This is an optimization exercise on Yosys and OpenROAD, whose aim is small area, not a production implementation. In this exercise RTL edits were held to simulation tests only and were not proved equivalent to the original. Power figures rest on the tool's default switching activity, not on a simulated workload.

==> flow/design.v <==
module Order3(
    output wire [2:0] sel_min,    
    output wire [2:0] sel_mid,
    output wire [2:0] sel_max,
    input  wire       xab, xbc, xac
);
    assign sel_min = { ~xac & ~xbc,  ~xab &  xbc,  xab &  xac };
    assign sel_max = {  xac &  xbc,   xab & ~xbc, ~xab & ~xac };
    assign sel_mid = {  xac ^  xbc, ~(xab ^ xbc),  xab ^  xac };
endmodule
module Ascending_Sorter_3inputs_8bits(
    output wire [2:0] sel_min,    
    output wire [2:0] sel_mid,
    output wire [2:0] sel_max,
    input  wire       xab, ma, mb
);
    assign sel_min = { xab ? ma : mb, ~xab & ~mb,  xab & ~ma };
    assign sel_max = { xab ? mb : ma,  xab & ~mb, ~xab & ~ma };
    assign sel_mid = { ~ma & ~mb,      mb,         ma        };
endmodule
module Le_8bits(output wire le, input wire [7:0] a, input wire [7:0] b);
    wire [3:0] l2, g2;
    wire [1:0] l4, g4;
    genvar i;
    generate
        for (i = 0; i < 4; i = i + 1) begin : t2
            assign l2[i] = (~a[2*i+1] & b[2*i+1]) | (~a[2*i+1] & ~a[2*i] & b[2*i]) | (b[2*i+1] & ~a[2*i] & b[2*i]);
            assign g2[i] = (a[2*i+1] & ~b[2*i+1]) | (a[2*i+1] & a[2*i] & ~b[2*i]) | (~b[2*i+1] & a[2*i] & ~b[2*i]);
        end
        for (i = 0; i < 2; i = i + 1) begin : t4
            assign l4[i] = l2[2*i+1] | (~g2[2*i+1] & l2[2*i]);
            assign g4[i] = g2[2*i+1] | (~l2[2*i+1] & g2[2*i]);
        end
    endgenerate
    assign le = ~(g4[1] | (~l4[1] & g4[0]));
endmodule
module Sel3_8bits(output wire [7:0] y, input wire [2:0] s,
                  input wire [7:0] a, input wire [7:0] b, input wire [7:0] c);
    assign y = ({8{s[0]}} & a) | ({8{s[1]}} & b) | ({8{s[2]}} & c);
endmodule
module Median_Finder_9inputs_8bits(
    output wire [7:0] med,
    input  wire [7:0] x, y, z
);
    wire xy, yz, xz;
    wire [2:0] smin, smid, smax;
    Le_8bits Cxy(.le(xy), .a(x), .b(y));
    Le_8bits Cyz(.le(yz), .a(y), .b(z));
    Le_8bits Cxz(.le(xz), .a(x), .b(z));
    Order3 Ord(.sel_min(smin), .sel_mid(smid), .sel_max(smax),
                     .xab(xy), .xbc(yz), .xac(xz));
    Sel3_8bits Mux(.y(med), .s(smid), .a(x), .b(y), .c(z));
endmodule
module Median_Filter #(
    parameter WIDTH  = 32,
    parameter HEIGHT = 24
)(
    output wire [7:0] median_pixel,
    output wire       out_valid,
    input  wire [7:0] pixel_in,
    input  wire       in_valid,
    input  wire       rst,
    input  wire       clk
);
    localparam N = 2 * WIDTH;
    reg  [7:0] sr [0:N-1];
    integer i;
    always @(posedge clk)
        if (in_valid) begin
            sr[0] <= pixel_in;
            for (i = 1; i < N; i = i + 1) sr[i] <= sr[i-1];
        end
    reg  [$clog2(WIDTH)-1:0]  col;
    reg  [$clog2(HEIGHT)-1:0] row;
    reg                       primed;    
    reg                       valid0, valid1, valid2;
    wire last_col = (col == WIDTH - 1);
    always @(posedge clk) begin
        if (rst) begin
            col    <= 0;
            row    <= 0;
            primed <= 1'b0;
            valid0 <= 1'b0;
            valid1 <= 1'b0;
            valid2 <= 1'b0;
        end else begin
            valid0 <= in_valid & primed;
            valid1 <= valid0;
            valid2 <= valid1;
            if (in_valid) begin
                col <= col + 1'b1;
                if (last_col) row <= (row == HEIGHT - 1) ? 0 : row + 1'b1;
                if (row == 1 && col == 0) primed <= 1'b1;
            end
        end
    end
    wire r0 = (row == 0);
    wire r1 = (row == 1);
    wire c0 = (col == 0);
    wire c1 = (col == 1);
    wire [7:0] qa = r1 ? 8'd0 : sr[2*WIDTH-1];
    wire [7:0] qb = sr[WIDTH-1];
    wire [7:0] qc = r0 ? 8'd0 : pixel_in;
    wire xab, xbc, xac;
    Le_8bits Cab(.le(xab), .a(qa), .b(qb));
    Le_8bits Cbc(.le(xbc), .a(qb), .b(qc));
    Le_8bits Cac(.le(xac), .a(qa), .b(qc));
    wire [2:0] qs_min, qs_mid, qs_max;
    Order3 OQ(.sel_min(qs_min), .sel_mid(qs_mid), .sel_max(qs_max),
              .xab(xab), .xbc(xbc), .xac(xac));
    wire [7:0] q_min, q_mid, q_max;
    Sel3_8bits SQn(.y(q_min), .s(qs_min), .a(qa), .b(qb), .c(qc));
    Sel3_8bits SQd(.y(q_mid), .s(qs_mid), .a(qa), .b(qb), .c(qc));
    Sel3_8bits SQx(.y(q_max), .s(qs_max), .a(qa), .b(qb), .c(qc));
    reg [7:0] r_min, r_mid, r_max, m_min, m_mid, m_max, l_min, l_mid, l_max;
    always @(posedge clk)
        if (in_valid) begin
            r_min <= q_min;  r_mid <= q_mid;  r_max <= q_max;
            m_min <= r_min;  m_mid <= r_mid;  m_max <= r_max;
            l_min <= m_min;  l_mid <= m_mid;  l_max <= m_max;
        end
    reg lmask, rmask;
    always @(posedge clk)
        if (in_valid) begin
            lmask <= c1;                
            rmask <= c0;                
        end
    wire n_mr, n_lr, d_mr, d_lr, x_mr, x_lr;
    Le_8bits Cn1(.le(n_mr), .a(m_min), .b(r_min));
    Le_8bits Cn2(.le(n_lr), .a(l_min), .b(r_min));
    Le_8bits Cd1(.le(d_mr), .a(m_mid), .b(r_mid));
    Le_8bits Cd2(.le(d_lr), .a(l_mid), .b(r_mid));
    Le_8bits Cx1(.le(x_mr), .a(m_max), .b(r_max));
    Le_8bits Cx2(.le(x_lr), .a(l_max), .b(r_max));
    reg n_lm, d_lm, x_lm;
    always @(posedge clk)
        if (in_valid) begin
            n_lm <= n_mr;
            d_lm <= d_mr;
            x_lm <= x_mr;
        end
    wire [2:0] nmin, nmid, nmax, dmin, dmid, dmax, xmin, xmid, xmax;
    Order3 ON(.sel_min(nmin), .sel_mid(nmid), .sel_max(nmax),
        .xab(lmask | n_lm), .xbc(~rmask & n_mr), .xac(lmask | (~rmask & n_lr)));
    Order3 OD(.sel_min(dmin), .sel_mid(dmid), .sel_max(dmax),
        .xab(lmask | d_lm), .xbc(~rmask & d_mr), .xac(lmask | (~rmask & d_lr)));
    Order3 OX(.sel_min(xmin), .sel_mid(xmid), .sel_max(xmax),
        .xab(lmask | x_lm), .xbc(~rmask & x_mr), .xac(lmask | (~rmask & x_lr)));
    wire [7:0] max_of_min, mid_of_mid, min_of_max;
    Sel3_8bits SN(.y(max_of_min), .s(nmax), .a(l_min), .b(m_min), .c(r_min));
    Sel3_8bits SD(.y(mid_of_mid), .s(dmid), .a(l_mid), .b(m_mid), .c(r_mid));
    Sel3_8bits SX(.y(min_of_max), .s(xmin & {~rmask, 1'b1, ~lmask}),
                  .a(l_max), .b(m_max), .c(r_max));
    reg [7:0] s_x, s_y, s_z;
    always @(posedge clk) begin
        s_x <= max_of_min;
        s_y <= mid_of_mid;
        s_z <= min_of_max;
    end
    wire [7:0] med;
    Median_Finder_9inputs_8bits Kernel(.med(med), .x(s_x), .y(s_y), .z(s_z));
    reg [7:0] med_q;
    always @(posedge clk) med_q <= med;
    assign median_pixel = med_q;
    assign out_valid    = valid2;
endmodule
==> flow/config.mk <==
export PLATFORM = sky130hd
export DESIGN_NAME = Median_Filter
export DESIGN_NICKNAME = Median_Filter
export VERILOG_FILES = /design/flow/design.v
export SDC_FILE = /design/flow/constraint.sdc
export NUM_CORES = 4
export LEC_CHECK = 0
export CAP_MARGIN = 20
export CORE_MARGIN = 2
export CORE_UTILIZATION = 40
export CTS_BUF_LIST = sky130_fd_sc_hd__clkbuf_16
export CTS_CLUSTER_DIAMETER = 60
export CTS_CLUSTER_SIZE = 25
export SLEW_MARGIN = 20
==> flow/constraint.sdc <==
create_clock -name core_clock -period 2.8 [get_ports {clk}]
set_input_delay 0.5600 -clock core_clock [delete_from_list [all_inputs] [get_ports {clk}]]
set_output_delay 0.5600 -clock core_clock [all_outputs]
set_load 0.01 [all_outputs]
run.sh (not shown) runs the stock make flow with config.mk's settings and CLKGATE_MAP_FILE= SYNTH_SCRIPT=/design/flow/synth_recipe.tcl, a recipe that flattens the netlist after the stock synthesis.
The baseline produced a clean layout.
Rerun with:
--- a/flow/config.mk
+++ b/flow/config.mk
@@ -10 +10 @@
-export CORE_UTILIZATION = 40
+export CORE_UTILIZATION = 65
@@ -13 +13 @@
-export CTS_CLUSTER_SIZE = 25
+export CTS_CLUSTER_SIZE = 32
- utilization goes up by 28 points
- worst setup slack gets better by 0.015 ns
- worst hold slack is better by 0.073 ns
- power drops by 2.6%
- routed wire length drops by 3.1%
- die area falls by 38%
- combinational power hardly moves
Rerun with:
--- a/flow/config.mk
+++ b/flow/config.mk
@@ -10,4 +10 @@
-export CORE_UTILIZATION = 65
-export CTS_BUF_LIST = sky130_fd_sc_hd__clkbuf_16
-export CTS_CLUSTER_DIAMETER = 60
-export CTS_CLUSTER_SIZE = 32
+export CORE_UTILIZATION = 40
Outcome: Register-to-register slack hardly moves; utilization goes down by 27 points; wire length goes up by a few percent; die area goes up by well over a third; worst hold slack is worse by 0.046 ns; worst setup slack barely changes; total power goes up by roughly a tenth.

---

## north
RTL: the design.v shown in full above, as it stands there.
Settings: LEC_CHECK=0, CAP_MARGIN=20, CORE_MARGIN=2, CORE_UTILIZATION=65, CTS_BUF_LIST=sky130_fd_sc_hd__clkbuf_16, CTS_CLUSTER_DIAMETER=60, CTS_CLUSTER_SIZE=25, GPL_TIMING_DRIVEN=0, SLEW_MARGIN=20; clock period 2.8 ns.
Input changes introduced in middle (baseline for comparison: north):
Settings: removing GPL_TIMING_DRIVEN (formerly 0).
### Flow results
- middle finished end to end and its layout was clean on timing, DRC and antenna.
- [middle] switching power summed over all nets rose 2.1% relative to north
- Per the comparison of middle with north, part of the cycle the worst path needs has decreased, final critical path time including I/O delays and setup has decreased, worst-case hold slack has decreased.
- middle vs north — detailed router's first-iteration violation count dropped 13%.
- Capturing instance or port of the critical path = r_mid[2]: middle; capturing instance or port of the critical path = r_mid[5]: north

==> port drivers added, routing unchanged <==
In the flow no input, the clock included, has a driving cell. The finished layouts below were timed again as built, in two steps.
Step 1 sets driving cells, clkbuf_16 on the clock port and buf_2 on the other inputs (assumed; they add their load-dependent delay and slew).
Step 2 moves the port delays by t, midway between the first and last clock arrival at a register: inputs arrive t later, outputs are due t later. That takes back most of the time a late clock gives input paths.
Three values: no drivers, after step 1, after step 2; two values: the first two.
run | shift t [ns] | setup WS [ns] | hold WS [ns]
the first run of note 1 | 0.647 | 0.056 / 0.056 / -0.491 | 0.323 / 0.306 / 0.411
the second run of note 1 | 0.594 | 0.070 / 0.070 / -0.464 | 0.397 / 0.391 / 0.413
the third run of note 1 | 0.635 | 0.068 / 0.068 / -0.514 | 0.351 / 0.336 / 0.413
north | 0.584 | 0.023 / 0.023 / -0.502 | 0.416 / 0.405 / 0.416
middle | 0.585 | 0.074 / 0.074 / -0.459 | 0.398 / 0.391 / 0.417
With both steps, setup timing fails in every run listed, where it was met with ideal ports. The setup slack of the third run of note 1, which loses most, moves by 0.000 ns with the drivers and by -0.582 ns with both steps.
